This is an optimization exercise on Yosys and OpenROAD, whose aim is small area, not a production implementation.
The RTL was checked by simulation tests, not by an equivalence proof against the original design.

**flow/config.mk**
```make
export PLATFORM = sky130hd
export DESIGN_NAME = sort16_top
export DESIGN_NICKNAME = sort16_top
export VERILOG_FILES = /design/flow/design.v
export SDC_FILE = /design/flow/constraint.sdc
export NUM_CORES = 8
export LEC_CHECK = 0
export ABC_AREA = 1
export CAP_MARGIN = 20
export CORE_MARGIN = 2
export CORE_UTILIZATION = 45
export CTS_BUF_LIST = sky130_fd_sc_hd__clkbuf_16
export CTS_CLUSTER_DIAMETER = 100
export CTS_CLUSTER_SIZE = 25
export SLEW_MARGIN = 20
```
**flow/constraint.sdc**
```tcl
create_clock -name core_clock -period 5.0 [get_ports {clk}]
set_input_delay 1.0000 -clock core_clock [delete_from_list [all_inputs] [get_ports {clk}]]
set_output_delay 1.0000 -clock core_clock [all_outputs]
set_load 0.01 [all_outputs]
```
**flow/design.v**
```verilog
`timescale 1ns / 1ps
module cas32 #(
    parameter IN_INV = 0,
    parameter OUT_INV = 0
) (
    input  [31:0] a, b,
    output [31:0] lo, hi
);
wire [31:0] x = IN_INV ? b : a;
wire [31:0] y = IN_INV ? a : b;
wire [31:0] kx = {x[30:0], x[31]};
wire [31:0] ky = {y[30:0], y[31]};
wire [31:0] g0 = kx & ~ky;
wire [31:0] p0 = kx | ~ky;
wire [15:0] g1, p1; wire [7:0] g2, p2; wire [3:0] g3, p3; wire [1:0] g4, p4;
genvar i;
for (i = 0; i < 16; i = i + 1) begin : l1
    assign g1[i] = g0[2*i+1] | p0[2*i+1] & g0[2*i];
    assign p1[i] = p0[2*i+1] & p0[2*i];
end
for (i = 0; i < 8; i = i + 1) begin : l2
    assign g2[i] = g1[2*i+1] | p1[2*i+1] & g1[2*i];
    assign p2[i] = p1[2*i+1] & p1[2*i];
end
for (i = 0; i < 4; i = i + 1) begin : l3
    assign g3[i] = g2[2*i+1] | p2[2*i+1] & g2[2*i];
    assign p3[i] = p2[2*i+1] & p2[2*i];
end
for (i = 0; i < 2; i = i + 1) begin : l4
    assign g4[i] = g3[2*i+1] | p3[2*i+1] & g3[2*i];
    assign p4[i] = p3[2*i+1] & p3[2*i];
end
wire sw = g4[1] | p4[1] & g4[0];
wire [31:0] lo_m = sw ? b : a;
wire [31:0] hi_m = sw ? a : b;
assign lo = (IN_INV != OUT_INV) ? ~lo_m : lo_m;
assign hi = (IN_INV != OUT_INV) ? ~hi_m : hi_m;
endmodule
`timescale 1ns / 1ps
module sort16_top (
    input          clk,
    input          rst,
    input          i_valid,
    input  [511:0] x,
    output [511:0] y,
    output         o_valid
);
reg [3:0] vld;
always @(posedge clk or negedge rst)
    if (!rst) vld <= 0;
    else vld <= {vld[2:0], i_valid};
assign o_valid = vld[3];
wire [31:0] c1_0_1_lo, c1_0_1_hi;
cas32 #(.IN_INV(0), .OUT_INV(1)) c1_0_1 (.a(x[31:0]), .b(x[63:32]), .lo(c1_0_1_lo), .hi(c1_0_1_hi));
wire [31:0] c1_2_3_lo, c1_2_3_hi;
cas32 #(.IN_INV(0), .OUT_INV(1)) c1_2_3 (.a(x[95:64]), .b(x[127:96]), .lo(c1_2_3_lo), .hi(c1_2_3_hi));
wire [31:0] c1_4_5_lo, c1_4_5_hi;
cas32 #(.IN_INV(0), .OUT_INV(1)) c1_4_5 (.a(x[159:128]), .b(x[191:160]), .lo(c1_4_5_lo), .hi(c1_4_5_hi));
wire [31:0] c1_6_7_lo, c1_6_7_hi;
cas32 #(.IN_INV(0), .OUT_INV(1)) c1_6_7 (.a(x[223:192]), .b(x[255:224]), .lo(c1_6_7_lo), .hi(c1_6_7_hi));
wire [31:0] c1_8_9_lo, c1_8_9_hi;
cas32 #(.IN_INV(0), .OUT_INV(1)) c1_8_9 (.a(x[287:256]), .b(x[319:288]), .lo(c1_8_9_lo), .hi(c1_8_9_hi));
wire [31:0] c1_10_11_lo, c1_10_11_hi;
cas32 #(.IN_INV(0), .OUT_INV(1)) c1_10_11 (.a(x[351:320]), .b(x[383:352]), .lo(c1_10_11_lo), .hi(c1_10_11_hi));
wire [31:0] c1_12_13_lo, c1_12_13_hi;
cas32 #(.IN_INV(0), .OUT_INV(1)) c1_12_13 (.a(x[415:384]), .b(x[447:416]), .lo(c1_12_13_lo), .hi(c1_12_13_hi));
wire [31:0] c1_14_15_lo, c1_14_15_hi;
cas32 #(.IN_INV(0), .OUT_INV(1)) c1_14_15 (.a(x[479:448]), .b(x[511:480]), .lo(c1_14_15_lo), .hi(c1_14_15_hi));
wire [31:0] c2_0_2_lo, c2_0_2_hi;
cas32 #(.IN_INV(1), .OUT_INV(0)) c2_0_2 (.a(c1_0_1_lo), .b(c1_2_3_lo), .lo(c2_0_2_lo), .hi(c2_0_2_hi));
wire [31:0] c2_1_3_lo, c2_1_3_hi;
cas32 #(.IN_INV(1), .OUT_INV(0)) c2_1_3 (.a(c1_0_1_hi), .b(c1_2_3_hi), .lo(c2_1_3_lo), .hi(c2_1_3_hi));
wire [31:0] c2_4_6_lo, c2_4_6_hi;
cas32 #(.IN_INV(1), .OUT_INV(0)) c2_4_6 (.a(c1_4_5_lo), .b(c1_6_7_lo), .lo(c2_4_6_lo), .hi(c2_4_6_hi));
wire [31:0] c2_5_7_lo, c2_5_7_hi;
cas32 #(.IN_INV(1), .OUT_INV(0)) c2_5_7 (.a(c1_4_5_hi), .b(c1_6_7_hi), .lo(c2_5_7_lo), .hi(c2_5_7_hi));
wire [31:0] c2_8_10_lo, c2_8_10_hi;
cas32 #(.IN_INV(1), .OUT_INV(0)) c2_8_10 (.a(c1_8_9_lo), .b(c1_10_11_lo), .lo(c2_8_10_lo), .hi(c2_8_10_hi));
wire [31:0] c2_9_11_lo, c2_9_11_hi;
cas32 #(.IN_INV(1), .OUT_INV(0)) c2_9_11 (.a(c1_8_9_hi), .b(c1_10_11_hi), .lo(c2_9_11_lo), .hi(c2_9_11_hi));
wire [31:0] c2_12_14_lo, c2_12_14_hi;
cas32 #(.IN_INV(1), .OUT_INV(0)) c2_12_14 (.a(c1_12_13_lo), .b(c1_14_15_lo), .lo(c2_12_14_lo), .hi(c2_12_14_hi));
wire [31:0] c2_13_15_lo, c2_13_15_hi;
cas32 #(.IN_INV(1), .OUT_INV(0)) c2_13_15 (.a(c1_12_13_hi), .b(c1_14_15_hi), .lo(c2_13_15_lo), .hi(c2_13_15_hi));
reg [31:0] r2_0, r2_1, r2_2, r2_3, r2_4, r2_5, r2_6, r2_7, r2_8, r2_9, r2_10, r2_11, r2_12, r2_13, r2_14, r2_15;
always @(posedge clk) begin
    r2_0 <= c2_0_2_lo;
    r2_1 <= c2_1_3_lo;
    r2_2 <= c2_0_2_hi;
    r2_3 <= c2_1_3_hi;
    r2_4 <= c2_4_6_lo;
    r2_5 <= c2_5_7_lo;
    r2_6 <= c2_4_6_hi;
    r2_7 <= c2_5_7_hi;
    r2_8 <= c2_8_10_lo;
    r2_9 <= c2_9_11_lo;
    r2_10 <= c2_8_10_hi;
    r2_11 <= c2_9_11_hi;
    r2_12 <= c2_12_14_lo;
    r2_13 <= c2_13_15_lo;
    r2_14 <= c2_12_14_hi;
    r2_15 <= c2_13_15_hi;
end
wire [31:0] c3_0_4_lo, c3_0_4_hi;
cas32 #(.IN_INV(0), .OUT_INV(1)) c3_0_4 (.a(r2_0), .b(r2_4), .lo(c3_0_4_lo), .hi(c3_0_4_hi));
wire [31:0] c3_1_5_lo, c3_1_5_hi;
cas32 #(.IN_INV(0), .OUT_INV(1)) c3_1_5 (.a(r2_1), .b(r2_5), .lo(c3_1_5_lo), .hi(c3_1_5_hi));
wire [31:0] c3_2_6_lo, c3_2_6_hi;
cas32 #(.IN_INV(0), .OUT_INV(1)) c3_2_6 (.a(r2_2), .b(r2_6), .lo(c3_2_6_lo), .hi(c3_2_6_hi));
wire [31:0] c3_3_7_lo, c3_3_7_hi;
cas32 #(.IN_INV(0), .OUT_INV(1)) c3_3_7 (.a(r2_3), .b(r2_7), .lo(c3_3_7_lo), .hi(c3_3_7_hi));
wire [31:0] c3_8_12_lo, c3_8_12_hi;
cas32 #(.IN_INV(0), .OUT_INV(1)) c3_8_12 (.a(r2_8), .b(r2_12), .lo(c3_8_12_lo), .hi(c3_8_12_hi));
wire [31:0] c3_9_13_lo, c3_9_13_hi;
cas32 #(.IN_INV(0), .OUT_INV(1)) c3_9_13 (.a(r2_9), .b(r2_13), .lo(c3_9_13_lo), .hi(c3_9_13_hi));
wire [31:0] c3_10_14_lo, c3_10_14_hi;
cas32 #(.IN_INV(0), .OUT_INV(1)) c3_10_14 (.a(r2_10), .b(r2_14), .lo(c3_10_14_lo), .hi(c3_10_14_hi));
wire [31:0] c3_11_15_lo, c3_11_15_hi;
cas32 #(.IN_INV(0), .OUT_INV(1)) c3_11_15 (.a(r2_11), .b(r2_15), .lo(c3_11_15_lo), .hi(c3_11_15_hi));
wire [31:0] c4_0_8_lo, c4_0_8_hi;
cas32 #(.IN_INV(1), .OUT_INV(0)) c4_0_8 (.a(c3_0_4_lo), .b(c3_8_12_lo), .lo(c4_0_8_lo), .hi(c4_0_8_hi));
wire [31:0] c4_1_12_lo, c4_1_12_hi;
cas32 #(.IN_INV(1), .OUT_INV(0)) c4_1_12 (.a(c3_1_5_lo), .b(c3_8_12_hi), .lo(c4_1_12_lo), .hi(c4_1_12_hi));
wire [31:0] c4_2_10_lo, c4_2_10_hi;
cas32 #(.IN_INV(1), .OUT_INV(0)) c4_2_10 (.a(c3_2_6_lo), .b(c3_10_14_lo), .lo(c4_2_10_lo), .hi(c4_2_10_hi));
wire [31:0] c4_3_14_lo, c4_3_14_hi;
cas32 #(.IN_INV(1), .OUT_INV(0)) c4_3_14 (.a(c3_3_7_lo), .b(c3_10_14_hi), .lo(c4_3_14_lo), .hi(c4_3_14_hi));
wire [31:0] c4_4_9_lo, c4_4_9_hi;
cas32 #(.IN_INV(1), .OUT_INV(0)) c4_4_9 (.a(c3_0_4_hi), .b(c3_9_13_lo), .lo(c4_4_9_lo), .hi(c4_4_9_hi));
wire [31:0] c4_5_13_lo, c4_5_13_hi;
cas32 #(.IN_INV(1), .OUT_INV(0)) c4_5_13 (.a(c3_1_5_hi), .b(c3_9_13_hi), .lo(c4_5_13_lo), .hi(c4_5_13_hi));
wire [31:0] c4_6_11_lo, c4_6_11_hi;
cas32 #(.IN_INV(1), .OUT_INV(0)) c4_6_11 (.a(c3_2_6_hi), .b(c3_11_15_lo), .lo(c4_6_11_lo), .hi(c4_6_11_hi));
wire [31:0] c4_7_15_lo, c4_7_15_hi;
cas32 #(.IN_INV(1), .OUT_INV(0)) c4_7_15 (.a(c3_3_7_hi), .b(c3_11_15_hi), .lo(c4_7_15_lo), .hi(c4_7_15_hi));
reg [31:0] r4_0, r4_1, r4_2, r4_3, r4_4, r4_5, r4_6, r4_7, r4_8, r4_9, r4_10, r4_11, r4_12, r4_13, r4_14, r4_15;
always @(posedge clk) begin
    r4_0 <= c4_0_8_lo;
    r4_1 <= c4_1_12_lo;
    r4_2 <= c4_2_10_lo;
    r4_3 <= c4_3_14_lo;
    r4_4 <= c4_4_9_lo;
    r4_5 <= c4_5_13_lo;
    r4_6 <= c4_6_11_lo;
    r4_7 <= c4_7_15_lo;
    r4_8 <= c4_0_8_hi;
    r4_9 <= c4_4_9_hi;
    r4_10 <= c4_2_10_hi;
    r4_11 <= c4_6_11_hi;
    r4_12 <= c4_1_12_hi;
    r4_13 <= c4_5_13_hi;
    r4_14 <= c4_3_14_hi;
    r4_15 <= c4_7_15_hi;
end
wire [31:0] c5_1_8_lo, c5_1_8_hi;
cas32 #(.IN_INV(0), .OUT_INV(1)) c5_1_8 (.a(r4_1), .b(r4_8), .lo(c5_1_8_lo), .hi(c5_1_8_hi));
wire [31:0] c5_2_4_lo, c5_2_4_hi;
cas32 #(.IN_INV(0), .OUT_INV(1)) c5_2_4 (.a(r4_2), .b(r4_4), .lo(c5_2_4_lo), .hi(c5_2_4_hi));
wire [31:0] c5_3_9_lo, c5_3_9_hi;
cas32 #(.IN_INV(0), .OUT_INV(1)) c5_3_9 (.a(r4_3), .b(r4_9), .lo(c5_3_9_lo), .hi(c5_3_9_hi));
wire [31:0] c5_5_10_lo, c5_5_10_hi;
cas32 #(.IN_INV(0), .OUT_INV(1)) c5_5_10 (.a(r4_5), .b(r4_10), .lo(c5_5_10_lo), .hi(c5_5_10_hi));
wire [31:0] c5_6_12_lo, c5_6_12_hi;
cas32 #(.IN_INV(0), .OUT_INV(1)) c5_6_12 (.a(r4_6), .b(r4_12), .lo(c5_6_12_lo), .hi(c5_6_12_hi));
wire [31:0] c5_7_14_lo, c5_7_14_hi;
cas32 #(.IN_INV(0), .OUT_INV(1)) c5_7_14 (.a(r4_7), .b(r4_14), .lo(c5_7_14_lo), .hi(c5_7_14_hi));
wire [31:0] c5_11_13_lo, c5_11_13_hi;
cas32 #(.IN_INV(0), .OUT_INV(1)) c5_11_13 (.a(r4_11), .b(r4_13), .lo(c5_11_13_lo), .hi(c5_11_13_hi));
wire [31:0] c6_1_2_lo, c6_1_2_hi;
cas32 #(.IN_INV(1), .OUT_INV(0)) c6_1_2 (.a(c5_1_8_lo), .b(c5_2_4_lo), .lo(c6_1_2_lo), .hi(c6_1_2_hi));
wire [31:0] c6_3_10_lo, c6_3_10_hi;
cas32 #(.IN_INV(1), .OUT_INV(0)) c6_3_10 (.a(c5_3_9_lo), .b(c5_5_10_hi), .lo(c6_3_10_lo), .hi(c6_3_10_hi));
wire [31:0] c6_4_8_lo, c6_4_8_hi;
cas32 #(.IN_INV(1), .OUT_INV(0)) c6_4_8 (.a(c5_2_4_hi), .b(c5_1_8_hi), .lo(c6_4_8_lo), .hi(c6_4_8_hi));
wire [31:0] c6_5_12_lo, c6_5_12_hi;
cas32 #(.IN_INV(1), .OUT_INV(0)) c6_5_12 (.a(c5_5_10_lo), .b(c5_6_12_hi), .lo(c6_5_12_lo), .hi(c6_5_12_hi));
wire [31:0] c6_6_9_lo, c6_6_9_hi;
cas32 #(.IN_INV(1), .OUT_INV(0)) c6_6_9 (.a(c5_6_12_lo), .b(c5_3_9_hi), .lo(c6_6_9_lo), .hi(c6_6_9_hi));
wire [31:0] c6_7_11_lo, c6_7_11_hi;
cas32 #(.IN_INV(1), .OUT_INV(0)) c6_7_11 (.a(c5_7_14_lo), .b(c5_11_13_lo), .lo(c6_7_11_lo), .hi(c6_7_11_hi));
wire [31:0] c6_13_14_lo, c6_13_14_hi;
cas32 #(.IN_INV(1), .OUT_INV(0)) c6_13_14 (.a(c5_11_13_hi), .b(c5_7_14_hi), .lo(c6_13_14_lo), .hi(c6_13_14_hi));
reg [31:0] r6_0, r6_1, r6_2, r6_3, r6_4, r6_5, r6_6, r6_7, r6_8, r6_9, r6_10, r6_11, r6_12, r6_13, r6_14, r6_15;
always @(posedge clk) begin
    r6_0 <= r4_0;
    r6_1 <= c6_1_2_lo;
    r6_2 <= c6_1_2_hi;
    r6_3 <= c6_3_10_lo;
    r6_4 <= c6_4_8_lo;
    r6_5 <= c6_5_12_lo;
    r6_6 <= c6_6_9_lo;
    r6_7 <= c6_7_11_lo;
    r6_8 <= c6_4_8_hi;
    r6_9 <= c6_6_9_hi;
    r6_10 <= c6_3_10_hi;
    r6_11 <= c6_7_11_hi;
    r6_12 <= c6_5_12_hi;
    r6_13 <= c6_13_14_lo;
    r6_14 <= c6_13_14_hi;
    r6_15 <= r4_15;
end
wire [31:0] c7_2_4_lo, c7_2_4_hi;
cas32 #(.IN_INV(0), .OUT_INV(0)) c7_2_4 (.a(r6_2), .b(r6_4), .lo(c7_2_4_lo), .hi(c7_2_4_hi));
wire [31:0] c7_3_8_lo, c7_3_8_hi;
cas32 #(.IN_INV(0), .OUT_INV(1)) c7_3_8 (.a(r6_3), .b(r6_8), .lo(c7_3_8_lo), .hi(c7_3_8_hi));
wire [31:0] c7_5_6_lo, c7_5_6_hi;
cas32 #(.IN_INV(0), .OUT_INV(1)) c7_5_6 (.a(r6_5), .b(r6_6), .lo(c7_5_6_lo), .hi(c7_5_6_hi));
wire [31:0] c7_7_12_lo, c7_7_12_hi;
cas32 #(.IN_INV(0), .OUT_INV(1)) c7_7_12 (.a(r6_7), .b(r6_12), .lo(c7_7_12_lo), .hi(c7_7_12_hi));
wire [31:0] c7_9_10_lo, c7_9_10_hi;
cas32 #(.IN_INV(0), .OUT_INV(1)) c7_9_10 (.a(r6_9), .b(r6_10), .lo(c7_9_10_lo), .hi(c7_9_10_hi));
wire [31:0] c7_11_13_lo, c7_11_13_hi;
cas32 #(.IN_INV(0), .OUT_INV(0)) c7_11_13 (.a(r6_11), .b(r6_13), .lo(c7_11_13_lo), .hi(c7_11_13_hi));
wire [31:0] c8_3_5_lo, c8_3_5_hi;
cas32 #(.IN_INV(1), .OUT_INV(0)) c8_3_5 (.a(c7_3_8_lo), .b(c7_5_6_lo), .lo(c8_3_5_lo), .hi(c8_3_5_hi));
wire [31:0] c8_6_8_lo, c8_6_8_hi;
cas32 #(.IN_INV(1), .OUT_INV(0)) c8_6_8 (.a(c7_5_6_hi), .b(c7_3_8_hi), .lo(c8_6_8_lo), .hi(c8_6_8_hi));
wire [31:0] c8_7_9_lo, c8_7_9_hi;
cas32 #(.IN_INV(1), .OUT_INV(0)) c8_7_9 (.a(c7_7_12_lo), .b(c7_9_10_lo), .lo(c8_7_9_lo), .hi(c8_7_9_hi));
wire [31:0] c8_10_12_lo, c8_10_12_hi;
cas32 #(.IN_INV(1), .OUT_INV(0)) c8_10_12 (.a(c7_9_10_hi), .b(c7_7_12_hi), .lo(c8_10_12_lo), .hi(c8_10_12_hi));
reg [31:0] r8_0, r8_1, r8_2, r8_3, r8_4, r8_5, r8_6, r8_7, r8_8, r8_9, r8_10, r8_11, r8_12, r8_13, r8_14, r8_15;
always @(posedge clk) begin
    r8_0 <= r6_0;
    r8_1 <= r6_1;
    r8_2 <= c7_2_4_lo;
    r8_3 <= c8_3_5_lo;
    r8_4 <= c7_2_4_hi;
    r8_5 <= c8_3_5_hi;
    r8_6 <= c8_6_8_lo;
    r8_7 <= c8_7_9_lo;
    r8_8 <= c8_6_8_hi;
    r8_9 <= c8_7_9_hi;
    r8_10 <= c8_10_12_lo;
    r8_11 <= c7_11_13_lo;
    r8_12 <= c8_10_12_hi;
    r8_13 <= c7_11_13_hi;
    r8_14 <= r6_14;
    r8_15 <= r6_15;
end
wire [31:0] c9_3_4_lo, c9_3_4_hi;
cas32 #(.IN_INV(0), .OUT_INV(0)) c9_3_4 (.a(r8_3), .b(r8_4), .lo(c9_3_4_lo), .hi(c9_3_4_hi));
wire [31:0] c9_5_6_lo, c9_5_6_hi;
cas32 #(.IN_INV(0), .OUT_INV(0)) c9_5_6 (.a(r8_5), .b(r8_6), .lo(c9_5_6_lo), .hi(c9_5_6_hi));
wire [31:0] c9_7_8_lo, c9_7_8_hi;
cas32 #(.IN_INV(0), .OUT_INV(0)) c9_7_8 (.a(r8_7), .b(r8_8), .lo(c9_7_8_lo), .hi(c9_7_8_hi));
wire [31:0] c9_9_10_lo, c9_9_10_hi;
cas32 #(.IN_INV(0), .OUT_INV(0)) c9_9_10 (.a(r8_9), .b(r8_10), .lo(c9_9_10_lo), .hi(c9_9_10_hi));
wire [31:0] c9_11_12_lo, c9_11_12_hi;
cas32 #(.IN_INV(0), .OUT_INV(0)) c9_11_12 (.a(r8_11), .b(r8_12), .lo(c9_11_12_lo), .hi(c9_11_12_hi));
assign y = {r8_15, r8_14, r8_13, c9_11_12_hi, c9_11_12_lo, c9_9_10_hi, c9_9_10_lo, c9_7_8_hi, c9_7_8_lo, c9_5_6_hi, c9_5_6_lo, c9_3_4_hi, c9_3_4_lo, r8_2, r8_1, r8_0};
endmodule
```
**flow/flow/run.sh**
```bash
#!/bin/bash
# The standard ORFS layout (standard.sh) with two changes:
#  - synthesis uses flow/synth.tcl (the standard flow's script plus multiplexer pre-mapping),
#  - ports are buffered with the smallest plain buffer instead of a delay cell.
set -euo pipefail
here=$(pwd)
bash standard.sh \
  "SYNTH_SCRIPT=$here/flow/synth.tcl" \
  "BUFFER_PORTS_ARGS=-buffer_cell sky130_fd_sc_hd__buf_1" \
  finish > "$here/standard_flow.log" 2>&1
```
**flow/flow/mux2_map.v**
```verilog
module \$_MUX_ (A, B, S, Y);
  input A, B, S;
  output Y;
  sky130_fd_sc_hd__mux2_1 _TECHMAP_REPLACE_ (.A0(A), .A1(B), .S(S), .X(Y));
endmodule
```
**flow/flow/nmux32_map.v**
```verilog
module nmux32(A, B, S, Y);
  input [31:0] A, B;
  input S;
  output [31:0] Y;
  genvar i;
  generate for (i = 0; i < 32; i = i + 1) begin : m
    sky130_fd_sc_hd__mux2i_1 u (.A0(A[i]), .A1(B[i]), .S(S), .Y(Y[i]));
  end endgenerate
endmodule
```
**flow/flow/nmux32_pat.v**
```verilog
module nmux32(A, B, S, Y);
  input [31:0] A, B;
  input S;
  output [31:0] Y;
  assign Y = ~(S ? B : A);
endmodule
```
**flow/flow/synth.tcl**
```tcl
# The standard flow's synthesis script (synth_recipe.tcl) with one addition: the data
# multiplexers are mapped to 2:1 multiplexer cells before ABC maps the rest.
# A 32-bit multiplexer whose output is inverted becomes 32 mux2i cells (the RTL
# arranges for most compare-and-swap outputs to be inverted); the remaining
# 2:1 multiplexers become mux2 cells. Registers are untouched.
set flow_dir [file dirname [file normalize [info script]]]
proc synth {args} {
  global flow_dir
  if {[lsearch -exact $args "fine:"] >= 0} {
    yosys extract -map $flow_dir/nmux32_pat.v
    yosys techmap -map $flow_dir/nmux32_map.v
  }
  yosys synth -nofsm -noshare {*}$args
}
proc abc {args} {
  global flow_dir
  yosys techmap -map $flow_dir/mux2_map.v
  yosys abc {*}$args
}
source $::env(SCRIPTS_DIR)/synth.tcl
# left out here: clear keep_hierarchy, flatten, clean up, hide names made inside functions, write 1_2_yosys.v
```
**flow/standard.sh**
```bash
#!/bin/bash
# synth_recipe.tcl (not shown) runs the flow's synth.tcl, then flattens the netlist and writes it again
# the make line also repeats each setting of config.mk as NAME=value (left out here)
make -C /OpenROAD-flow-scripts/flow DESIGN_CONFIG=/design/flow/config.mk WORK_HOME=/design/flow/orfs CLKGATE_MAP_FILE= SYNTH_SCRIPT=/design/flow/synth_recipe.tcl "${@:-finish}"
```
==> results of run 1 <==
[kinds of logic (layout without fill, tap and decap cells)]
group / Yosys count / count (layout)
AOI/OAI and AO/OA: 1443 / 1443
other: 0 / 38
and+or+nand+nor: 5164 / 5164
buffers and inverters: 2268 / 4491
DFF: 2052 / 2052
muxes: 3904 / 3904
[routing by layer]
metal  global-route usage, %  part of all wire (%)
met5                       0                 0.030
met4                    11.1                   3.6
met3                    4.31                   8.0
met2                    50.9                    41
met1                    51.2                    47
[worst reg2reg max path: stages (launching register included)]
cell	delay, ns
dfxtp_1	0.41
inv_1	0.11
nand2_1	0.06
a21oi_1	0.12
nand2_1	0.06
nand2_1	0.10
nand2_1	0.07
nand2_1	0.13
nand2_1	0.09
nand2_1	0.29
nand2_1	0.17
nand2_4	0.40
mux2i_1	0.34
nand2_1	0.14
nand2_1	0.06
nor2_1	0.08
nand2_1	0.06
nand2_1	0.14
nand2_1	0.07
nand2_1	0.15
nand2_1	0.09
nand2_1	0.28
nand2_1	0.16
nand2_4	0.28
buf_12	0.27
mux2i_1	0.50
[through the flow]
step	hold slack [ns]	setup TNS, ns	worst slack (ns)
2_1_floorplan	0.310	0	0.272
4_1_cts	0.224	0	0.0614
3_3_place_gp	0.310	-33.13	-0.303
6_report	0.279	0	0.167
3_5_place_dp	0.312	-36.36	-0.320
5_1_grt	0.253	0	0.0506
[final cells by class]
cell class,instances,area [um^2],area share (%)
multi-input cells,10500,69300,49.7
flip-flops and latches,2052,41100,29.5
repair buffers,2063,12600,9.07
inverters,2268,8510,6.10
well taps,3515,4400,3.15
clock buffers,111,2780,1.99
clock inverters,49,679,0.487
diodes,38,95.1,0.0682
[worst min-delay path by stage]
stage | from | endpoint | slack, ns | cells past startpoint
2_1_floorplan | r4_0[0]$_DFF_P_ | r6_0[0]$_DFF_P_ | 0.31 | 0
3_3_place_gp | r6_0[31]$_DFF_P_ | r8_0[31]$_DFF_P_ | 0.31 | 0
3_5_place_dp | r4_15[28]$_DFF_P_ | r6_15[28]$_DFF_P_ | 0.31 | 0
4_1_cts | i_valid | vld[0]$_DFF_PN0_ | 0.22 | 1
5_1_grt | i_valid | vld[0]$_DFF_PN0_ | 0.25 | 1
6_report | i_valid | vld[0]$_DFF_PN0_ | 0.28 | 1
[placed cells by master (no fill, tap or decap), types with 21 or more instances in the layout]
cell type and n:
nor2b_2 26, nand2_2 50, a21oi_1 218, inv_2 21
nand3b_1 48, dfxtp_1 2048, mux2_1 448, buf_1 1027
mux2i_1 3454, nor2_2 74, nand2_4 53, o21ai_1 103
or2_1 53, inv_1 2252, diode_2 38, o22ai_1 295
nand2_1 3065, a31oi_1 81, nand3_1 488, nor2_1 1218
buf_12 81, buf_4 954, nor3_1 40, o211ai_1 108
o21ai_0 599, clkbuf_16 111
[what timing repair did]
item | 4_1_cts | 5_1_grt
pin swaps | 0 | 0
hold endpoints to repair | 4 | 0
hold buffers | 1 | 0
cloned | 0 | 0
endpoints found under the setup margin | 16 | 66
gates resized for setup | 1 | 4
buffers inserted | 0 | 0
==> impl_metrics.toml, run 1 <==
[run_status]
status = "finished clean"

[place]
io_buffers = 1027
place_area_um2 = 136000
dp_hpwl_mm = 416
gp_congestion = 1.06
dp.cells = 20400

[yosys]
ys_ff_latch = 2052
yosysWarnings = 1
synth_top_area_cell = "dfxtp_1"
synth_compound_area_share_pct = 6.83
synth_adder_area_share_pct = 0
netlist_top_cells_count = "3456 x mux2i_1, 3126 x nand2_1, 2247 x inv_1"
synth_area_um2 = 118000
yosysTopAreaCellShare_pct = 34.6
async_reset_ff_share_pct = 0.195
synth_edf_count = 0
synth_nets = 15300
avgSynthCellArea_um2 = 7.98
synth_cell_type_count = 28
synth_top_family_by_area = "multiplexers"
synth-xor-area-share_pct = 0
yosys-top-cells-area = "dfxtp_1 35%, mux2i_1 29%, nand2_1 9.9%, inv_1 7.1%, mux2_1 4.3%"
syn_inst = 14800
synthMuxAreaShare_pct = 33.5
yosysMostFrequentCell = "mux2i_1"
synth_seq_area_share_pct = 34.7
synth_ff_type = "dfxtp_1"
synth-simple-area-share_pct = 17.8

[floorplan]
core_area_um2 = 262000
die_x_um = 517
placementRows = 188
die_h_um = 517
initial_core_util_pct = 45.2
ios = 1028
die_area_um2 = 267000

[cells_and_area]
stdcell_count = 20600
final_core_util_pct = 53.2
nets = 17500
nFillCells = 25600
design_area_um2 = 139000
drive_gt1_share_pct = 8.69
area_delta_synth_final_pct = 17.8

[sta]
period_minus_slack_ns = 4.83
clock.fmax_mhz = 207
final.period_utilization_pct = 96.7
setup_viol = 0
rsz0062_at_grt = "false"
hold_violations = 0
worst_pin_slew_ns = 1.15
relSlewSlack_pct = 23.2
clock_skew_ns = 0.0387
drv_slew = 0

[clocking]
cts_tree = "built"
numCtsBuffers = 108
cts_buffer_depth = 3
htreeDepth = 3
clock_sinks = 2052
clock_latency_ns = 0.83
cts.clk_slew.worst_paths_ns = 0.10
ctsRootBufferMaster = "clkbuf_16"

[setup_path]
crit_end = "y[391]"
rrSetupSlack_ns = 0.21
startpoint = "r8_11[5]$_DFF_P_"
crit_fanout = 16
setup.worst_path.end_class = "primary output"
criticalPathCategory = "flop to primary output"
start_kind = "flop"
path_depth = 13
r2r-end = "r4_7[4]$_DFF_P_"
critPathMaxStageDelay_ns = 0.60
reg2reg_depth = 25
cpMaxStageDelayCell = "dfxtp_1"
cp_top_family = "simple AND/OR/NAND/NOR gates"
path_cells = "inv_1, nand2_1, nand3_1, a21oi_1, nand2_1, nand2_1, nand2_1, nand2_2, nand2_1, nand2_2, buf_4, mux2_1, buf_1"
worst-path-buf-inv = 3
cp.required_ns = 4.00
critical_path_arrival_ns = 3.83
cpMostUsedCell = "nand2_1"
timing.rr.start = "r2_7[0]$_DFF_P_"

[worst_hold_path]
hold_class = "input pin to flop"

[grt]
grt_pass1_wl_mm = 665
grt_max_degree = 65
gr-total-overflow = 0
grt_pass1_vias = 95100
track_usage_pct = 34.4
antenna_found_initial = 78

[routing]
drt_iter0_markers = 11900
vias = 110000
drcViolationCount = 0
first_pass_iters = 7
drt-total-wl_mm = 480
drt-wirelength-per-cell_um = 23.3
via_per_inst = 5.33
ant_nets = 0

[flow_run]
drv_cap = 0
==> run 2, diff against run 1 <==
==> flow/flow/run.sh (replaced) <==
#!/bin/bash
# The standard ORFS layout (standard.sh) with three changes:
#  - synthesis uses flow/synth.tcl (the standard flow's script plus multiplexer pre-mapping),
#  - before the first global placement, flow/slice_place.tcl fixes the data pins
#    and pipeline registers in a bit-slice floorplan,
#  - ports are buffered with the smallest plain buffer instead of a delay cell.
set -euo pipefail
here=$(pwd)
export SLICE_CUTS="2 4 6 8"
export SLICE_FRACS="0.24 0.5 0.74 0.92"
bash standard.sh \
  "SYNTH_SCRIPT=$here/flow/synth.tcl" \
  "PRE_GLOBAL_PLACE_SKIP_IO_TCL=$here/flow/slice_place.tcl" \
  "BUFFER_PORTS_ARGS=-buffer_cell sky130_fd_sc_hd__buf_1" \
  finish > "$here/standard_flow.log" 2>&1
==> flow/flow/mux32_pat.v (new file) <==
module mux32(A, B, S, Y);
  input [31:0] A, B;
  input S;
  output [31:0] Y;
  assign Y = S ? B : A;
endmodule
==> flow/flow/oai_map.v (new file) <==
// Y = ~(S ? B : A) = ~((~S | B) & (S | A)): one o22ai per bit; ~S is left to ABC
module nmux32(A, B, S, Y);
  input [31:0] A, B;
  input S;
  output [31:0] Y;
  wire sn;
  assign sn = ~S;
  genvar i;
  generate for (i = 0; i < 32; i = i + 1) begin : m
    sky130_fd_sc_hd__o22ai_1 u (.A1(sn), .A2(B[i]), .B1(S), .B2(A[i]), .Y(Y[i]));
  end endgenerate
endmodule
// Y = S ? B : A = (~S | B) & (S | A): one o22a per bit; ~S is left to ABC
module mux32(A, B, S, Y);
  input [31:0] A, B;
  input S;
  output [31:0] Y;
  wire sn;
  assign sn = ~S;
  genvar i;
  generate for (i = 0; i < 32; i = i + 1) begin : m
    sky130_fd_sc_hd__o22a_1 u (.A1(sn), .A2(B[i]), .B1(S), .B2(A[i]), .X(Y[i]));
  end endgenerate
endmodule
==> flow/flow/slice_place.tcl (new file) <==
# Bit-slice floorplan: pins of data bit k of every value sit together on the left
# (x) and right (y) edges; the pipeline registers of bit k sit in the same
# horizontal band, in one column per register stage.  Everything else is left
# to global placement.
set block [ord::get_db_block]
set dbu [$block getDefUnits]
set core [$block getCoreArea]
set cx0 [$core xMin]; set cy0 [$core yMin]; set cx1 [$core xMax]; set cy1 [$core yMax]
set die [$block getDieArea]
set dx1 [$die xMax]; set dy1 [$die yMax]
set H [expr {$cy1 - $cy0}]; set W [expr {$cx1 - $cx0}]
set nb 32
# band of value bit b: ordered by key bit (key bit 0 is the sign bit 31)
proc band_of {b} { return [expr {($b + 1) % 32}] }
# ---- pins
foreach side {x y} {
  for {set b 0} {$b < 32} {incr b} {
    set j [band_of $b]
    for {set i 0} {$i < 16} {incr i} {
      set yy [expr {($cy0 + ($j + ($i + 0.5) / 16.0) * $H / $nb) / double($dbu)}]
      set xx [expr {$side eq "x" ? 0.0 : $dx1 / double($dbu)}]
      place_pin -pin_name "$side\[[expr {32 * $i + $b}]\]" -layer met3 -location [list $xx $yy] -pin_size {0.8 0.3} -force_to_die_boundary
    }
  }
}
# ---- rows and occupancy
set rows {}
foreach row [$block getRows] {
  set o [$row getOrigin]
  set site [$row getSite]
  lappend rows [list [lindex $o 0] [lindex $o 1] [$site getWidth] [$row getSiteCount]]
}
set rows [lsort -integer -index 1 $rows]
set rowh [expr {[lindex $rows 1 1] - [lindex $rows 0 1]}]
set sw [lindex $rows 0 2]
array unset ::slice_occ
array set ::slice_occ {}
foreach inst [$block getInsts] {
  if {[$inst isFixed]} {
    set bb [$inst getBBox]
    set r [expr {([$bb yMin] - [lindex $rows 0 1]) / $rowh}]
    for {set s [expr {([$bb xMin] - [lindex $rows 0 0]) / $sw}]} {$s < ([$bb xMax] - [lindex $rows 0 0] + $sw - 1) / $sw} {incr s} { set ::slice_occ($r,$s) 1 }
  }
}
proc find_slot {r s0 n} {
  upvar #0 slice_occ occ
  for {set d 0} {$d < 400} {incr d} {
    foreach s [list [expr {$s0 + $d}] [expr {$s0 - $d}]] {
      set ok 1
      for {set k 0} {$k < $n} {incr k} { if {[info exists occ($r,[expr {$s + $k}])]} { set ok 0; break } }
      if {$ok && $s >= 0} { for {set k 0} {$k < $n} {incr k} { set occ($r,[expr {$s + $k}]) 1 }; return $s }
    }
  }
  error "no slot"
}
# ---- register columns
set cuts $::env(SLICE_CUTS)
set fracs $::env(SLICE_FRACS)
set nreg 0
foreach inst [$block getInsts] {
  set nm [$inst getName]
  if {![regexp {^r(\d+)_(\d+)\\?\[(\d+)\\?\]} $nm -> c w b]} continue
  set ci [lsearch -exact $cuts $c]
  set f [lindex $fracs $ci]
  set j [band_of $b]
  set m [$inst getMaster]
  set n [expr {[$m getWidth] / $sw}]
  # 16 registers of a band: 4 rows x 4 columns around the column centre
  set rb [expr {int((($j + 0.5) * $H / $nb) / $rowh) - 2}]
  set r [expr {$rb + ($w / 4)}]
  if {$r < 0} {set r 0}
  if {$r >= [llength $rows]} {set r [expr {[llength $rows] - 1}]}
  set xc [expr {$cx0 + $f * $W}]
  set s0 [expr {int(($xc - [lindex $rows 0 0]) / $sw) + ($w % 4 - 2) * ($n + 1)}]
  set s [find_slot $r $s0 $n]
  set row [lindex $rows $r]
  $inst setOrient [expr {$r % 2 ? "MX" : "R0"}]
  $inst setLocation [expr {[lindex $row 0] + $s * $sw}] [lindex $row 1]
  set bb [$inst getBBox]
  if {[$bb yMin] != [lindex $row 1] || [$bb xMin] != [lindex $row 0] + $s * $sw} { error "slice_place: bad bbox for $nm" }
  $inst setPlacementStatus FIRM
  incr nreg
}
puts "slice_place: placed $nreg registers"
==> flow/flow/synth.tcl (replaced) <==
# The standard flow's synthesis script (synth_recipe.tcl) with one addition before Yosys's
# fine-grained synthesis: the 32-bit data multiplexers of the compare-and-swap
# cells are mapped to cells directly. A 32-bit multiplexer whose output is
# inverted becomes 32 o22ai cells (the RTL arranges for most compare-and-swap
# outputs to be inverted), a plain one 32 o22a cells; the inverted select
# is left to ABC, which maps the rest as usual. Registers are untouched.
set flow_dir [file dirname [file normalize [info script]]]
proc synth {args} {
  global flow_dir
  if {[lsearch -exact $args "fine:"] >= 0} {
    yosys extract -map $flow_dir/nmux32_pat.v
    yosys extract -map $flow_dir/mux32_pat.v
    yosys techmap -map $flow_dir/oai_map.v
  }
  yosys synth -nofsm -noshare {*}$args
}
source $::env(SCRIPTS_DIR)/synth.tcl
# left out here: clear keep_hierarchy, flatten, clean up, hide names made inside functions, write 1_2_yosys.v
removed: flow/flow/mux2_map.v
removed: flow/flow/nmux32_map.v
==> impl_metrics.toml, run 2 <==
[run_status]
status = "complete, but fails checks"
so_faults = "antenna rules"

[yosys]
yosysTopAreaCellShare_pct = 38.6
async_reset_ff_share_pct = 0.195
synth_top_family_by_area = "compound AO/OA/AOI/OAI gates"
synth-xor-area-share_pct = 0
synthMuxAreaShare_pct = 0
netlist_top_cells_count = "3892 x nand2_1, 3714 x o22ai_1, 2452 x inv_1"
yosys-top-cells-area = "dfxtp_1 39%, o22ai_1 22%, nand2_1 14%, inv_1 8.7%, nor2_1 4.4%"
ys_ff_latch = 2052
synth_edf_count = 0
synth-simple-area-share_pct = 21.4
synth_nets = 16100
synth_top_area_cell = "dfxtp_1"
synth_adder_area_share_pct = 0
synth_cell_type_count = 24
synth_ff_type = "dfxtp_1"
yosysWarnings = 1
synth_compound_area_share_pct = 31.3
synth_seq_area_share_pct = 38.6
syn_inst = 15600
avgSynthCellArea_um2 = 6.83
synth_area_um2 = 106000
yosysMostFrequentCell = "nand2_1"

[sta]
final.period_utilization_pct = 95.7
period_minus_slack_ns = 4.79
clock_skew_ns = 0.0325
clock.fmax_mhz = 209
setup_viol = 0
worst_pin_slew_ns = 0.764
relSlewSlack_pct = 48.9
hold_violations = 0
tns_ns = 0
drv_slew = 0
rsz0062_at_grt = "false"

[grt]
grt_pass1_vias = 108000
grt_pass1_wl_mm = 718
grt_max_degree = 65
use_met1_pct = 62.9
gr-max-usage-layer = "met1"
grt_use_met3_pct = 9.32
gr-total-overflow = 0
track_usage_pct = 40.1
antenna_found_initial = 43
grt.met2_usage_pct = 53.5

[floorplan]
core_area_um2 = 235000
ios = 4
die_x_um = 490
die_h_um = 490
die_area_um2 = 240000
initial_core_util_pct = 45.2
placementRows = 178

[setup_path]
worst-path-buf-inv = 3
r2r-end = "r6_2[11]$_DFF_P_"
path_cells = "inv_1, o21ai_1, nor2_1, a21oi_1, nand2_1, a21oi_4, buf_4, o22ai_1, nand2_1, nand3_1, a21oi_1, nand2_1, nand2_1, nand2_1, nand2_1, a21oi_4, buf_4, o22ai_1"
criticalPathCategory = "flop to flop"
startpoint = "r4_8[29]$_DFF_P_"
critical_path_arrival_ns = 5.37
cpMaxStageDelayCell = "a21oi_4"
timing.rr.start = "r4_8[29]$_DFF_P_"
cp_top_family = "compound AO/OA/AOI/OAI gates"
critPathMaxStageDelay_ns = 0.56
start_kind = "flop"
reg2reg_depth = 18
rrSetupSlack_ns = 0.21
path_depth = 18
crit_end = "r6_2[11]$_DFF_P_"
cp.required_ns = 5.58
crit_fanout = 64
cpMostUsedCell = "nand2_1"
setup.worst_path.end_class = "flop"

[routing]
first_pass_iters = 10
via_per_inst = 6.24
drt_iter0_markers = 20400
ant_nets = 1
drt-wirelength-per-cell_um = 25.4
drcViolationCount = 0
drt-total-wl_mm = 513
vias = 126000

[clocking]
clock_latency_ns = 0.75
htreeDepth = 3
cts_tree = "built"
cts_buffer_depth = 3
cts.clk_slew.worst_paths_ns = 0.09
hold_buffers = 0
ctsRootBufferMaster = "clkbuf_16"
post-cts-setup-buffers = 0
numCtsBuffers = 98
cts_resized = 0
clock_sinks = 2052

[cells_and_area]
drive_gt1_share_pct = 4.11
layout_common_cells = "3831 x nand2_1, 3714 x o22ai_1, 2453 x inv_1, 2048 x dfxtp_1, 1258 x nor2_1"
nets = 17500
layout_commonest_cell = "nand2_1"
final_core_util_pct = 51.7
area_delta_synth_final_pct = 14.4

[flow_run]
drv_cap = 0

[place]
io_buffers = 1027
dp_hpwl_mm = 439
gp_congestion = 1.07

[worst_hold_path]
hold_class = "input pin to async pin"
## run 2: cell types whose count changed after synthesis, sizes merged, moves of 49 or more
cell	before	now
o211ai	108	10
a21oi	238	412
o22ai	295	3714
nand3	501	259
mux2	448	0
o21ai	721	672
nand2	3169	3899
mux2i	3456	0
nand4	7	61
o22a	0	448
inv	2268	2452
or2	67	202
## run 2: per-layer routing
layer	share of wire, %	up-vias
li1	-	57500
met3	16	617
met2	37	9052
met4	2.9	26
met1	44	58900
met5	0.037	-
## run 2: area by class of cell
type | instances | area (um^2)
fill | 24000 | 114000
multi-input combinational | 11100 | 56900
sequential | 2052 | 41100
inverter | 2452 | 9200
timing repair buffer | 1347 | 7720
tap | 3150 | 3940
clock buffer | 103 | 2580
clock inverter | 13 | 210
antenna | 19 | 47.5
## run 2: worst min-delay path by stage
stage                           startpoint          endpoint  slack (ns)  cells past startpoint
after global routing                   rst  vld[3]$_DFF_PN0_        0.07                      1
after detailed placement  vld[2]$_DFF_PN0_  vld[3]$_DFF_PN0_        0.33                      0
final                                  rst  vld[3]$_DFF_PN0_        0.06                      1
after CTS                              rst  vld[3]$_DFF_PN0_        0.02                      1
after floorplan            r4_0[0]$_DFF_P_   r6_0[0]$_DFF_P_        0.31                      0
after global placement    vld[2]$_DFF_PN0_  vld[3]$_DFF_PN0_        0.33                      0
## run 2: cell families (layout without fill, tap and decap cells)
kind of cell / count (synthesis) / after routing
AOI/OAI and AO/OA: 5317 / 5317
buffers and inverters: 2452 / 3915
DFF: 2052 / 2052
other: 0 / 19
and+or+nand+nor: 5739 / 5739
## run 2: metrics by stage
step / area, um^2 / worst slack, ns / cells / hold slack, ns
after global placement: 119000 / -0.0787 / 20100 / 0.332
after global routing: 122000 / 0.0155 / 20200 / 0.0683
after detailed placement: 119000 / -0.0815 / 20100 / 0.335
after floorplan: 107000 / 0.0479 / 15600 / 0.310
final: 122000 / 0.214 / 20200 / 0.0558
after CTS: 122000 / 0.294 / 20200 / 0.0200
==> run 3, diff against run 2 <==
==> flow/flow/oai_map.v (replaced) <==
// Y = ~(S ? B : A) = ~((~S | B) & (S | A)): one o22ai per bit, one inverter for ~S
module nmux32(A, B, S, Y);
  input [31:0] A, B;
  input S;
  output [31:0] Y;
  wire sn;
  sky130_fd_sc_hd__inv_1 si (.A(S), .Y(sn));
  genvar i;
  generate for (i = 0; i < 32; i = i + 1) begin : m
    sky130_fd_sc_hd__o22ai_1 u (.A1(sn), .A2(B[i]), .B1(S), .B2(A[i]), .Y(Y[i]));
  end endgenerate
endmodule
// Y = S ? B : A = (~S | B) & (S | A): one o22a per bit
module mux32(A, B, S, Y);
  input [31:0] A, B;
  input S;
  output [31:0] Y;
  wire sn;
  sky130_fd_sc_hd__inv_1 si (.A(S), .Y(sn));
  genvar i;
  generate for (i = 0; i < 32; i = i + 1) begin : m
    sky130_fd_sc_hd__o22a_1 u (.A1(sn), .A2(B[i]), .B1(S), .B2(A[i]), .X(Y[i]));
  end endgenerate
endmodule
--- a/flow/flow/synth.tcl
+++ b/flow/flow/synth.tcl
@@ -2,8 +2,8 @@
 # fine-grained synthesis: the 32-bit data multiplexers of the compare-and-swap
 # cells are mapped to cells directly. A 32-bit multiplexer whose output is
 # inverted becomes 32 o22ai cells (the RTL arranges for most compare-and-swap
-# outputs to be inverted), a plain one 32 o22a cells; the inverted select
-# is left to ABC, which maps the rest as usual. Registers are untouched.
+# outputs to be inverted), a plain one 32 o22a cells, each with one inverter
+# for the select. ABC maps the rest as usual. Registers are untouched.
 set flow_dir [file dirname [file normalize [info script]]]
 proc synth {args} {
   global flow_dir
==> impl_metrics.toml, run 3 <==
[sta]
worst_pin_slew_ns = 0.870
rsz0062_at_grt = "false"
clock_skew_ns = 0.0366
period_minus_slack_ns = 4.88
final.period_utilization_pct = 97.5
holdWs_ns = 0.0427
drv_slew = 0
clock.fmax_mhz = 205
relSlewSlack_pct = 42.0
setup_viol = 0
hold_violations = 0
worst_slack_ns = 0.123

[setup_path]
crit_fanout = 42
criticalPathCategory = "flop to flop"
setup.worst_path.end_class = "flop"
start_kind = "flop"
critical_path_arrival_ns = 5.47
cp.required_ns = 5.60

[grt]
track_usage_pct = 43.1
grt_pass1_vias = 114000
grt_pass1_wl_mm = 769
antenna_found_initial = 32
grt_max_degree = 67
gr-total-overflow = 0

[clocking]
hold_buffers = 0
numCtsBuffers = 97
cts_tree = "built"
ctsRootBufferMaster = "clkbuf_16"
cts.clk_slew.worst_paths_ns = 0.09
post-cts-setup-buffers = 0
htreeDepth = 3
cts_buffer_depth = 3
clock_sinks = 2052
clock_latency_ns = 0.78
cts_resized = 0

[cells_and_area]
area_delta_synth_final_pct = 15.3
drive_gt1_share_pct = 7.02
layout_common_cells = "3715 x nand2_1, 3663 x o22ai_1, 2386 x inv_1, 2048 x dfxtp_1, 1455 x nor2_1"
nets = 18000
layout_commonest_cell = "nand2_1"
multi_input_area_um2 = 57300
nFillCells = 24400
regArea_um2 = 41100

[yosys]
syn_inst = 15700
synth_nets = 16200
synth_seq_area_share_pct = 38.3
yosys-top-cells-area = "dfxtp_1 38%, o22ai_1 21%, nand2_1 13%, inv_1 8.4%, nor2_1 5.1%"
synth_area_um2 = 107000
yosysWarnings = 1
synth_top_area_cell = "dfxtp_1"
yosysTopAreaCellShare_pct = 38.2
synth_edf_count = 0
synth_cell_type_count = 26
yosysMostFrequentCell = "nand2_1"
ys_ff_latch = 2052
synth_ff_type = "dfxtp_1"
async_reset_ff_share_pct = 0.195
netlist_top_cells_count = "3776 x nand2_1, 3663 x o22ai_1, 2395 x inv_1"
avgSynthCellArea_um2 = 6.83

[flow_run]
drv_cap = 0

[floorplan]
core_area_um2 = 238000
placementRows = 179
die_area_um2 = 243000
die_x_um = 492
die_h_um = 492
initial_core_util_pct = 45.2
ios = 4

[place]
io_buffers = 1027
gp_congestion = 1.10
dp_hpwl_mm = 478
pre_cts_slack_ns = -0.160

[routing]
drt-wirelength-per-cell_um = 27.0
via_per_inst = 6.32
ant_nets = 0
first_pass_iters = 13
vias = 130000
drt-total-wl_mm = 557
drt_iter0_markers = 21700
drcViolationCount = 0

[run_status]
status = "finished clean"

[worst_hold_path]
hold_class = "input pin to async pin"
[run 3: logic make-up (layout without fill, tap and decap cells)]
logic type | after synthesis | after routing | share of synthesized area, %
simple gates | 6107 | 6107 | 23.1
compound gates | 5109 | 5109 | 30.1
other cells | 0 | 8 | 0
buf+inv | 2440 | 4190 | 8.53
flops | 2052 | 2052 | 38.3
[run 3: layout make-up]
type	count	share of cell area, %
multi-input cells	11200	46.3
flip-flops and latches	2052	33.2
well taps	3167	3.20
clock buffers	103	2.08
clock inverters	10	0.168
inverters	2440	7.43
repair buffers	1637	7.59
diodes	8	0.0162
[run 3: metal layers]
| layer | global-route usage, % | routed length, um | vias to the layer above |
|---|---|---|---|
| met1 | 63.9 | 235000 | 61100 |
| met4 | 15.3 | 23300 | 12 |
| met3 | 8.68 | 79900 | 1031 |
| li1 | - | - | 58300 |
| met2 | 61.1 | 219000 | 9833 |
| met5 | 0 | 70 | - |
[run 3: per-stage QoR]
stage / TNS, ns / std cells / utilization, % / instance area [um^2]
finish: 0 / 20600 / 52.1 / 124000
global route: 0 / 20600 / 52.1 / 124000
CTS: 0 / 20600 / 52.1 / 124000
detailed placement: -7.72 / 20500 / 50.9 / 121000
global placement: -6.54 / 20500 / 50.9 / 121000
floorplan: -30.34 / 15700 / - / 108000
[run 3: final timing paths]
check	from	endpoint	slack [ns]	cells past startpoint
worst max-delay path	r4_8[30]$_DFF_P_	r6_2[31]$_DFF_P_	0.12	19
worst min-delay path	rst	vld[3]$_DFF_PN0_	0.04	1
worst max register to register	r4_8[30]$_DFF_P_	r6_2[31]$_DFF_P_	0.12	19
worst min register to register	vld[0]$_DFF_PN0_	vld[1]$_DFF_PN0_	0.35	0
max in group asynchronous	rst	vld[0]$_DFF_PN0_	4.78	1
min in group core_clock	vld[0]$_DFF_PN0_	vld[1]$_DFF_PN0_	0.35	0
[run 3: worst max-delay path: stages, from the launching register on]
cell,delay (ns)
dfxtp_1,0.48
nand2_1,0.12
nand3_1,0.15
a21oi_1,0.06
nor2_1,0.22
nand2_1,0.19
a21oi_1,0.40
nand2_2,0.14
inv_1,0.55
buf_12,0.24
o22ai_1,0.23
nand2_1,0.17
nand3_1,0.11
a21oi_1,0.33
o211ai_1,0.24
nor2_1,0.14
nand2_1,0.08
nand2_2,0.13
buf_4,0.43
o22ai_1,0.21
==> run 4, diff against run 3 <==
==> flow/flow/run.sh (replaced) <==
#!/bin/bash
# The standard ORFS layout (standard.sh) with three changes:
#  - synthesis uses flow/synth.tcl (the standard flow's script plus multiplexer pre-mapping),
#  - before the first global placement, flow/slice_place.tcl fixes the data pins
#    and pipeline registers in a bit-slice floorplan (flow/slice_unfix.tcl
#    releases the registers again after global placement),
#  - ports are buffered with the smallest plain buffer instead of a delay cell.
set -euo pipefail
here=$(pwd)
export SLICE_CUTS="2 4 6 8"
export SLICE_FRACS="0.24 0.5 0.74 0.92"
bash standard.sh \
  "SYNTH_SCRIPT=$here/flow/synth.tcl" \
  "PRE_GLOBAL_PLACE_SKIP_IO_TCL=$here/flow/slice_place.tcl" \
  "POST_GLOBAL_PLACE_TCL=$here/flow/slice_unfix.tcl" \
  "BUFFER_PORTS_ARGS=-buffer_cell sky130_fd_sc_hd__buf_1" \
  finish > "$here/standard_flow.log" 2>&1
==> flow/flow/oai_map.v (replaced) <==
// Y = ~(S ? B : A) = ~((~S | B) & (S | A)): one o22ai per bit; ~S is left to ABC
module nmux32(A, B, S, Y);
  input [31:0] A, B;
  input S;
  output [31:0] Y;
  wire sn;
  assign sn = ~S;
  genvar i;
  generate for (i = 0; i < 32; i = i + 1) begin : m
    sky130_fd_sc_hd__o22ai_1 u (.A1(sn), .A2(B[i]), .B1(S), .B2(A[i]), .Y(Y[i]));
  end endgenerate
endmodule
// Y = S ? B : A = (~S | B) & (S | A): one o22a per bit; ~S is left to ABC
module mux32(A, B, S, Y);
  input [31:0] A, B;
  input S;
  output [31:0] Y;
  wire sn;
  assign sn = ~S;
  genvar i;
  generate for (i = 0; i < 32; i = i + 1) begin : m
    sky130_fd_sc_hd__o22a_1 u (.A1(sn), .A2(B[i]), .B1(S), .B2(A[i]), .X(Y[i]));
  end endgenerate
endmodule
==> flow/flow/slice_unfix.tcl (new file) <==
# After global placement, release the pipeline registers that slice_place.tcl
# fixed, so that detailed placement, timing repair and antenna repair (diode
# insertion) may move them a little like any other cell.
set n 0
foreach inst [[ord::get_db_block] getInsts] {
  if {[$inst getPlacementStatus] eq "FIRM" && [regexp {^r\d+_\d+} [$inst getName]]} {
    $inst setPlacementStatus PLACED
    incr n
  }
}
puts "slice_unfix: released $n registers"
--- a/flow/flow/synth.tcl
+++ b/flow/flow/synth.tcl
@@ -2,8 +2,8 @@
 # fine-grained synthesis: the 32-bit data multiplexers of the compare-and-swap
 # cells are mapped to cells directly. A 32-bit multiplexer whose output is
 # inverted becomes 32 o22ai cells (the RTL arranges for most compare-and-swap
-# outputs to be inverted), a plain one 32 o22a cells, each with one inverter
-# for the select. ABC maps the rest as usual. Registers are untouched.
+# outputs to be inverted), a plain one 32 o22a cells; the inverted select
+# is left to ABC, which maps the rest as usual. Registers are untouched.
 set flow_dir [file dirname [file normalize [info script]]]
 proc synth {args} {
   global flow_dir
==> impl_metrics.toml, run 4 <==
[sta]
setup_viol = 0
period_minus_slack_ns = 4.74
relSlewSlack_pct = 48.6
final.period_utilization_pct = 94.9
clock.fmax_mhz = 211
worst_slack_ns = 0.257
hold_violations = 0
clock_skew_ns = 0.0349
tns_ns = 0
worst_pin_slew_ns = 0.770
rsz0062_at_grt = "false"
drv_slew = 0

[yosys]
synth_ff_type = "dfxtp_1"
synth_seq_area_share_pct = 38.6
yosys-top-cells-area = "dfxtp_1 39%, o22ai_1 22%, nand2_1 14%, inv_1 8.7%, nor2_1 4.4%"
yosysWarnings = 1
synth_area_um2 = 106000
async_reset_ff_share_pct = 0.195
synth_edf_count = 0
yosysTopAreaCellShare_pct = 38.6
synth_nets = 16100
synth_cell_type_count = 24
syn_inst = 15600
yosysMostFrequentCell = "nand2_1"
avgSynthCellArea_um2 = 6.83
netlist_top_cells_count = "3892 x nand2_1, 3714 x o22ai_1, 2452 x inv_1"
synth_top_area_cell = "dfxtp_1"
ys_ff_latch = 2052

[clocking]
htreeDepth = 3
hold_buffers = 0
ctsRootBufferMaster = "clkbuf_16"
clock_latency_ns = 0.77
cts_resized = 0
cts_tree = "built"
cts.clk_slew.worst_paths_ns = 0.10
numCtsBuffers = 96
cts_buffer_depth = 3
clock_sinks = 2052
post-cts-setup-buffers = 0

[floorplan]
placementRows = 178
ios = 4
core_area_um2 = 235000
die_area_um2 = 240000
die_x_um = 490
die_h_um = 490
initial_core_util_pct = 45.2

[cells_and_area]
layout_common_cells = "3831 x nand2_1, 3714 x o22ai_1, 2454 x inv_1, 2048 x dfxtp_1, 1258 x nor2_1"
nFillCells = 23500
area_delta_synth_final_pct = 14.3
drive_gt1_share_pct = 4.09
design_area_um2 = 122000
layout_commonest_cell = "nand2_1"
final_core_util_pct = 51.7
stdcell_count = 20200
nets = 17500

[setup_path]
cpMostUsedCell = "nand2_1"
reg2reg_depth = 17
critical_path_arrival_ns = 5.36
cp.required_ns = 5.62
crit_fanout = 64
cpMaxStageDelayCell = "a21oi_4"
start_kind = "flop"
r2r-end = "r6_5[31]$_DFF_P_"
setup.worst_path.end_class = "flop"
cp_top_family = "compound AO/OA/AOI/OAI gates"
critPathMaxStageDelay_ns = 0.64
path_cells = "nand2_1, a31oi_1, nand3_1, nor2_1, nand2_1, a21oi_4, buf_4, o22ai_1, inv_1, nand2_1, a31oi_1, nand3_1, nor2_1, nand2_1, a21oi_4, buf_12, o22ai_1"
rrSetupSlack_ns = 0.26
criticalPathCategory = "flop to flop"
timing.rr.start = "r4_12[14]$_DFF_P_"
worst-path-buf-inv = 3

[routing]
drt-wirelength-per-cell_um = 25.2
drt_iter0_markers = 20200
drt-total-wl_mm = 508
drcViolationCount = 0
first_pass_iters = 7
ant_nets = 0
vias = 125000
via_per_inst = 6.21

[place]
dp_hpwl_mm = 433
io_buffers = 1027
dp.cells = 20100
pre_cts_slack_ns = -0.0506
place_area_um2 = 119000

[grt]
grt_max_degree = 65
gr-total-overflow = 0
antenna_found_initial = 55
grt_pass1_wl_mm = 711
grt_pass1_vias = 107000
track_usage_pct = 39.7

[worst_hold_path]
hold_class = "input pin to async pin"

[run_status]
status = "finished clean"

[flow_run]
drv_cap = 0
[run 4: cell types whose count changed in the layout (fill, tap and decap cells not counted), moves of 68 or more]
cell     change
nor2_1     -197
nand3_1     -71
buf_4      -330
nor2_2      -88
o21ai_0    +114
nand2_1    +116
nand2_2    -110
inv_1       +68
[run 4: worst max path at each step]
stage,start,to,depth (start not counted)
floorplan,r6_12[13]$_DFF_P_,r8_10[0]$_DFF_P_,17
global placement,x[350],r2_8[31]$_DFF_P_,24
detailed placement,x[350],r2_10[31]$_DFF_P_,24
CTS,r8_9[31]$_DFF_P_,y[289],15
global route,r4_8[29]$_DFF_P_,r6_1[29]$_DFF_P_,18
finish,r4_12[14]$_DFF_P_,r6_5[31]$_DFF_P_,17
[run 4: area by class of cell]
type,instances,area [um^2],area share [%]
multi-input cells,11100,56900,46.8
flip-flops and latches,2052,41100,33.8
inverters,2452,9200,7.57
repair buffers,1347,7720,6.35
well taps,3150,3940,3.24
clock buffers,101,2530,2.08
clock inverters,13,176,0.145
diodes,12,30.0,0.0247
[run 4: routing by layer]
layer  GRT usage (%)  vias to the layer above  wire length [um]
li1                -                    57500                 -
met1            63.2                    58200            230000
met2            52.3                     8949            187000
met3            8.37                      666             75300
met4            10.6                       26             15200
met5               0                        -               175
[run 4: cell families (layout without fill, tap and decap cells)]
group           Yosys count  count (layout)  synth area share [%]
compound gates         5317            5317                  31.3
buf+inv                2452            3913                  8.65
flops                  2052            2052                  38.6
other cells               0              12                     0
simple gates           5739            5739                  21.4
[run 4: metrics by stage]
stage	hold WS, ns
after floorplan	0.310
after global placement	0.332
after detailed placement	0.335
after CTS	0.0106
after global routing	0.0574
final	0.0410
==> run 5, diff against run 4 <==
--- a/flow/config.mk
+++ b/flow/config.mk
@@ -11,5 +11,5 @@
 export CORE_UTILIZATION = 45
 export CTS_BUF_LIST = sky130_fd_sc_hd__clkbuf_16
 export CTS_CLUSTER_DIAMETER = 100
-export CTS_CLUSTER_SIZE = 25
+export CTS_CLUSTER_SIZE = 30
 export SLEW_MARGIN = 20
==> impl_metrics.toml, run 5 <==
[run_status]
status = "finished clean"

[setup_path]
crit_fanout = 64
path_cells = "nand2_1, a31oi_1, nand3_1, nor2_1, nand2_1, a21oi_4, buf_4, o22ai_1, inv_1, nor2_1, o21ai_0, nand2_1, nand2_1, nand2_1, nand2_1, nand2_1, a21oi_4, buf_12, o22ai_1"
critical_path_arrival_ns = 5.29
startpoint = "r4_12[14]$_DFF_P_"
timing.rr.start = "r4_12[14]$_DFF_P_"
cpMostUsedCell = "nand2_1"
worst-path-buf-inv = 3
cp.required_ns = 5.59
setup.worst_path.end_class = "flop"
start_kind = "flop"
critPathMaxStageDelay_ns = 0.63
criticalPathCategory = "flop to flop"
cpMaxStageDelayCell = "a21oi_4"
rrSetupSlack_ns = 0.31
cp_top_family = "compound AO/OA/AOI/OAI gates"

[sta]
hold_violations = 0
relSlewSlack_pct = 47.8
setup_viol = 0
holdWs_ns = 0.0616
worst_pin_slew_ns = 0.782
drv_slew = 0
final.period_utilization_pct = 93.9
clock.fmax_mhz = 213
period_minus_slack_ns = 4.69
clock_skew_ns = 0.0299
rsz0062_at_grt = "false"

[grt]
grt_pass1_vias = 106000
antenna_found_initial = 52
gr-total-overflow = 0
grt_pass1_wl_mm = 709
track_usage_pct = 39.6
grt_max_degree = 65

[cells_and_area]
design_area_um2 = 121000
layout_commonest_cell = "nand2_1"
regArea_um2 = 41100
layout_common_cells = "3831 x nand2_1, 3714 x o22ai_1, 2455 x inv_1, 2048 x dfxtp_1, 1258 x nor2_1"
nFillCells = 23600
drive_gt1_share_pct = 4.01
multi_input_area_um2 = 56900
nets = 17500
area_delta_synth_final_pct = 13.9
final_core_util_pct = 51.5

[flow_run]
drv_cap = 0

[place]
dp_hpwl_mm = 433
place_area_um2 = 119000
io_buffers = 1027

[clocking]
htreeDepth = 3
cts.clk_slew.worst_paths_ns = 0.11
cts_buffer_depth = 3
numCtsBuffers = 81
cts_resized = 0
clock_sinks = 2052
clock_latency_ns = 0.75
post-cts-setup-buffers = 0
hold_buffers = 0
cts_tree = "built"
ctsRootBufferMaster = "clkbuf_16"

[floorplan]
die_area_um2 = 240000
core_area_um2 = 235000
placementRows = 178
ios = 4
initial_core_util_pct = 45.2
die_h_um = 490
die_x_um = 490

[yosys]
yosys-top-cells-area = "dfxtp_1 39%, o22ai_1 22%, nand2_1 14%, inv_1 8.7%, nor2_1 4.4%"
synth_nets = 16100
syn_inst = 15600
ys_ff_latch = 2052
synth_cell_type_count = 24
synth_edf_count = 0
yosysWarnings = 1
yosysMostFrequentCell = "nand2_1"
avgSynthCellArea_um2 = 6.83
yosysTopAreaCellShare_pct = 38.6
netlist_top_cells_count = "3892 x nand2_1, 3714 x o22ai_1, 2452 x inv_1"
synth_ff_type = "dfxtp_1"
async_reset_ff_share_pct = 0.195
synth_seq_area_share_pct = 38.6
synth_area_um2 = 106000
synth_top_area_cell = "dfxtp_1"

[worst_hold_path]
hold_class = "input pin to async pin"

[routing]
first_pass_iters = 7
drt-total-wl_mm = 506
drt_iter0_markers = 19800
ant_nets = 0
drt-wirelength-per-cell_um = 25.1
via_per_inst = 6.19
drcViolationCount = 0
vias = 125000
## run 5: cell counts after synthesis
No cell type changed its count.
## run 5: logic make-up (layout without fill, tap and decap cells)
logic type / Yosys count / count (layout) / synth area share, %
compound gates: 5317 / 5317 / 31.3
flops: 2052 / 2052 / 38.6
simple gates: 5739 / 5739 / 21.4
buf+inv: 2452 / 3899 / 8.65
other cells: 0 / 13 / 0
## run 5: final timing paths
path                               endpoint  cells after the start
max                        r6_5[31]$_DFF_P_                     19
min                        vld[0]$_DFF_PN0_                      1
max reg2reg                r6_5[31]$_DFF_P_                     19
min reg2reg                vld[3]$_DFF_PN0_                      0
max in group asynchronous  vld[3]$_DFF_PN0_                      1
min in group core_clock    vld[0]$_DFF_PN0_                      1
## run 5: worst reg2reg max path: cells and delay by family (launching register included)
family | cells | cell delay (ns)
AO/OA/AOI/OAI | 6 | 1.79
AND/OR/NAND/NOR | 10 | 1.36
buffers and inverters | 3 | 0.91
flip-flops | 1 | 0.50
## run 5: final cells by class
type	count	share of cell area (%)
multi-input combinational	11100	47.0
sequential	2052	33.9
inverter	2452	7.60
timing repair buffer	1347	6.37
tap	3150	3.25
clock buffer	83	1.71
clock inverter	17	0.160
antenna	13	0.0269
## run 5: per-layer routing
metal / global-route usage (%) / vias to the layer above / wire length, um
met1: 62.9 / 58100 / 229000
met2: 52.0 / 8814 / 186000
met5: 0 / - / 139
met3: 8.73 / 595 / 76600
met4: 10.7 / 20 / 14800
li1: - / 57400 / -
## run 5: metrics by stage
step / setup WS, ns / std cells / TNS [ns]
after floorplan: 0.0479 / 15600 / 0
after global placement: -0.0787 / 20100 / -1.95
after detailed placement: -0.0506 / 20100 / -0.580
after CTS: 0.294 / 20200 / 0
after global routing: 0.0197 / 20200 / 0
final: 0.307 / 20200 / 0

[afterwards: timing with drivers on the ports]
The results above use ideal ports. As a check the final layouts listed here were re-extracted and re-timed, cells and wires unchanged.
Step 1 (the two cells are an assumption about what drives the block):
set clk [get_ports {clk}]
set_driving_cell -lib_cell sky130_fd_sc_hd__clkbuf_16 $clk
set_driving_cell -lib_cell sky130_fd_sc_hd__buf_2 [delete_from_list [all_inputs] $clk]
Step 2 also shifts input and output timing later by t, the mid clock arrival at the registers, as if the neighbouring blocks saw the same clock.
a / b / c = ideal / step 1 / step 2; a / b = the first two.
run	shift t [ns]	setup WS [ns]	worst hold slack (ns)	worst setup path after step 2
run 1	0.910	0.167 / 0.071 / -0.472	0.279 / 0.204 / 0.321	input to register
run 2	0.819	0.214 / 0.214 / -0.154	0.056 / -0.002 / 0.356	input to register
run 3	0.850	0.123 / 0.123 / -0.524	0.043 / -0.027 / 0.353	input to register
run 4	0.828	0.257 / 0.197 / -0.208	0.041 / -0.014 / 0.357	input to register
run 5	0.809	0.307 / 0.249 / -0.161	0.062 / 0.006 / 0.359	input to register
For run 3, which loses most, drivers alone change the setup slack by 0.000 ns; drivers and shift together by -0.647 ns.
